What follows belongs to an exercise in optimizing a design on an open flow for small area; a production flow would make more cautious choices.
At most, simulation tests tie the RTL to the original design; equivalence was not proved.
No driver is modelled on the clock port, so clock power and skew are understated where the tree is cut down; a real chip needs a root buffer or a tree.
Power is estimated from default activity; no workload was simulated.

==> module SevenSegmentROM, before the edit <==
module SevenSegmentROM(Address, Data);
	input[3:0] Address;
	output[6:0] Data;
	wire[3:0] a = Address;
  assign Data[6] = ((a[2]&~a[1]&~a[0]) | (~a[3]&~a[2]&~a[1]&a[0]));
  assign Data[5] = ((a[2]&~a[1]&a[0]) | (a[2]&a[1]&~a[0]));
  assign Data[4] = ((~a[2]&a[1]&~a[0]));
  assign Data[3] = ((a[2]&~a[1]&~a[0]) | (a[2]&a[1]&a[0]) | (~a[3]&~a[2]&~a[1]&a[0]));
  assign Data[2] = ((a[0]) | (a[2]&~a[1]));
  assign Data[1] = ((~a[2]&a[1]) | (a[1]&a[0]) | (~a[3]&~a[2]&a[0]));
  assign Data[0] = ((a[2]&a[1]&a[0]) | (~a[3]&~a[2]&~a[1]));
endmodule
export LEC_CHECK = 0
export CAP_MARGIN = 20
export CORE_MARGIN = 2
export CORE_UTILIZATION = 65
export CTS_BUF_LIST = sky130_fd_sc_hd__clkbuf_4
export CTS_CLUSTER_DIAMETER = 60
export CTS_CLUSTER_SIZE = 30
export SLEW_MARGIN = 20
create_clock -name core_clock -period 10.0 [get_ports {CLK}]
run.sh (not shown) runs the stock make flow with config.mk's settings and CLKGATE_MAP_FILE= SYNTH_SCRIPT=/design/flow/synth_recipe.tcl, a recipe that flattens the netlist after the stock synthesis.
Next try:
--- a/flow/design.v
+++ b/flow/design.v
@@ -153,19 +153,19 @@
 	SevenSegmentROM S1(.Address(BCDValue), .Data(DigitValue));
 endmodule
 module SevenSegmentROM(Address, Data);
 	input[3:0] Address;
 	output[6:0] Data;
 	wire[3:0] a = Address;
-  assign Data[6] = ((a[2]&~a[1]&~a[0]) | (~a[3]&~a[2]&~a[1]&a[0]));
-  assign Data[5] = ((a[2]&~a[1]&a[0]) | (a[2]&a[1]&~a[0]));
-  assign Data[4] = ((~a[2]&a[1]&~a[0]));
-  assign Data[3] = ((a[2]&~a[1]&~a[0]) | (a[2]&a[1]&a[0]) | (~a[3]&~a[2]&~a[1]&a[0]));
-  assign Data[2] = ((a[0]) | (a[2]&~a[1]));
-  assign Data[1] = ((~a[2]&a[1]) | (a[1]&a[0]) | (~a[3]&~a[2]&a[0]));
-  assign Data[0] = ((a[2]&a[1]&a[0]) | (~a[3]&~a[2]&~a[1]));
+  assign Data[6] = ~((a[3]) | (a[2]&a[0]) | (~a[2]&~a[0]) | (a[1]));
+  assign Data[5] = ~((~a[2]) | (a[1]&a[0]) | (~a[1]&~a[0]));
+  assign Data[4] = ~((a[2]) | (a[0]) | (~a[1]));
+  assign Data[3] = ~((a[3]) | (~a[2]&a[1]) | (~a[2]&~a[0]) | (a[2]&~a[1]&a[0]) | (a[1]&~a[0]));
+  assign Data[2] = ~((~a[2]&~a[0]) | (a[1]&~a[0]));
+  assign Data[1] = ~((a[3]) | (a[2]&~a[0]) | (a[2]&~a[1]) | (~a[1]&~a[0]));
+  assign Data[0] = ~((a[3]) | (~a[2]&a[1]) | (a[1]&~a[0]) | (a[2]&~a[1]));
 endmodule
 `timescale 1ns/1ps
 module Clock(CLK, RST, ButtonMode, ButtonDigit, ButtonValue, DigitEnable, DigitValue);
 	input CLK;
 	input RST;
 	input ButtonMode, ButtonDigit, ButtonValue;
Outcome: The new run went through all stages and came out clean; core utilization goes up by 0.25 points; critical path depth does not change; design area goes up by 1.0%; setup slack got worse by 0.14 ns; cell count goes up by 0.31%.
Function not checked in the second run of this note: the RTL went through the layout flow alone.


Clock, a different RTL version from the one above (not shown whole).
Size in the first run: ~270 cells after synthesis, ~71 flip-flops, about 18 I/O pins, about 2400 µm² of cells after synthesis.
==> module ButtonHandler, before the edit <==
module ButtonHandler(CLK, Button, Pulse);
	input CLK;
	input Button;
	output Pulse;
	reg[9:0] Run;
	wire[9:0] S = Run ^ 10'd341;
	assign Pulse = (S & 10'd319) == 10'd5;
	wire[9:0] N = ~Button ? 10'd297 :
		({S[8:0], S[9] ^ S[6]} & ~({10{Pulse}} & 10'd10));
	always @ (posedge CLK) begin
		Run <= N ^ 10'd341;
	end
endmodule
==> flow/config.mk <==
export PLATFORM = sky130hd
export DESIGN_NAME = Clock
export DESIGN_NICKNAME = Clock
export VERILOG_FILES = /design/flow/design.v
export SDC_FILE = /design/flow/constraint.sdc
export NUM_CORES = 4
export LEC_CHECK = 0
export CAP_MARGIN = 20
export CORE_MARGIN = 2
export CORE_UTILIZATION = 65
export CTS_BUF_LIST = sky130_fd_sc_hd__clkbuf_4
export CTS_CLUSTER_DIAMETER = 60
export CTS_CLUSTER_SIZE = 30
export SLEW_MARGIN = 20
==> flow/constraint.sdc <==
create_clock -name core_clock -period 10.0 [get_ports {CLK}]
set_input_delay 2.0000 -clock core_clock [delete_from_list [all_inputs] [get_ports {CLK}]]
set_output_delay 2.0000 -clock core_clock [all_outputs]
set_load 0.01 [all_outputs]
standard.sh (not shown) runs the stock make flow with config.mk's settings and CLKGATE_MAP_FILE= SYNTH_SCRIPT=/design/flow/synth_recipe.tcl, a recipe that flattens the netlist after the stock synthesis.
==> flow/flow/run.sh <==
#!/bin/bash
# Own layout flow, built on the standard flow (standard.sh):
#  1. Synthesis: the standard synthesis script (synth_recipe.tcl, unchanged
#     registers and names) with the ABC mapping script replaced by an area-oriented
#     one (flow/abc_map.script: two rounds of dch + amap, no buffering/upsizing),
#     and without the adder-extraction step (ADDER_MAP_FILE empty).
#  2. Layout: the standard flow from floorplan on, with port buffers of buf_1
#     (the standard flow picks a larger delay buffer) and, in place of TritonCTS,
#     a balanced one-level clock tree (flow/manual_cts.tcl): the registers are
#     split by position into four equal groups, each driven by one clkbuf_8 that
#     the clock port drives. The rest of ORFS's CTS step (placement legalisation,
#     timing repair) runs unchanged.
# ORFS's scripts are copied to scripts_mod/; only abc_area.script and the
# clock_tree_synthesis line of cts.tcl differ. Each step's full output goes to
# its own log file here (synth.log, layout.log), beside ORFS's logs in orfs/logs.
set -euo pipefail
W=$PWD
S=$W/scripts_mod
rm -rf "$S"
cp -r "$FLOW_HOME/scripts" "$S"
cp "$W/flow/abc_map.script" "$S/abc_area.script"
cp "$W/flow/manual_cts.tcl" "$S/manual_cts.tcl"
grep -q '^log_cmd clock_tree_synthesis {\*}\$cts_args$' "$S/cts.tcl"
sed -i 's|^log_cmd clock_tree_synthesis {\*}\$cts_args$|source $::env(SCRIPTS_DIR)/manual_cts.tcl\nmanual_clock_tree CLK sky130_fd_sc_hd__clkbuf_8 4\nset_propagated_clock [all_clocks]|' "$S/cts.tcl"
bash standard.sh "SCRIPTS_DIR=$S" "ABC_AREA=1" "ADDER_MAP_FILE=" synth > synth.log 2>&1
bash standard.sh "SCRIPTS_DIR=$S" \
  "BUFFER_PORTS_ARGS=-buffer_cell sky130_fd_sc_hd__buf_1" \
  finish > layout.log 2>&1
Other scripts of this flow, unchanged in this note and not shown: flow/flow/abc_map.script, flow/flow/manual_cts.tcl
Next try:
--- a/flow/design.v
+++ b/flow/design.v
@@ -34,10 +34,10 @@
 	output Pulse;
 	reg[9:0] Run;
-	wire[9:0] S = Run ^ 10'd341;
-	assign Pulse = (S & 10'd319) == 10'd5;
-	wire[9:0] N = ~Button ? 10'd297 :
-		({S[8:0], S[9] ^ S[6]} & ~({10{Pulse}} & 10'd10));
-	always @ (posedge CLK) begin
-		Run <= N ^ 10'd341;
+	wire[9:0] S = Run ^ 10'd661;
+	assign Pulse = (S & 10'd759) == 10'd517;
+	wire[9:0] N = ~Button ? 10'd362 :
+		({S[8:0], S[9] ^ S[2]} & ~({10{Pulse}} & 10'd10));
+	always @ (posedge CLK) begin
+		Run <= N ^ 10'd661;
 	end
 endmodule
Combinational power shrinks by about a fifth.
Power drops by a few percent.
Clock skew barely changes.
Via count decreases slightly.
Critical path depth stays the same.
Sequential power fell by a few percent.
Cell count goes up slightly.
Maximum frequency decreases slightly.
Area after synthesis came out higher slightly.
Setup slack is worse by 0.036 ns.
No run of this note takes its clock network from TritonCTS; it comes from the design's own scripts or RTL.

afterwards: timing with drivers on the ports:
In the flow no input, the clock included, has a driving cell. The finished layouts below were timed again as built, in two steps. Step 1, drivers: a clkbuf_16 drives CLK and a buf_2 each remaining input, both assumed. Step 2, shift: input delay + t, output delay - t, t = (earliest + latest rising clock arrival at the registers) / 2. This alone moves slack from input paths to output paths. Slacks: ideal / step 1 / step 2; pairs: ideal / step 1.
run | t, ns | setup slack, ns | worst setup path at the end | worst register clock-pin slew, ns | pins driven straight from the clock port
the first run of note 1 | 0.420 | 5.433 / 5.409 / 5.830 | register to output | 0.11 / 0.11 | 1
the second run of note 1 | 0.420 | 5.296 / 5.272 / 5.692 | register to output | 0.12 / 0.12 | 1
the first run of note 2 | 0.210 | 5.801 / 5.748 / 5.958 | register to output | 0.11 / 0.11 | 4
the second run of note 2 | 0.201 | 5.765 / 5.716 / 5.917 | register to output | 0.10 / 0.10 | 4
After both steps setup and hold are still met in every run listed.
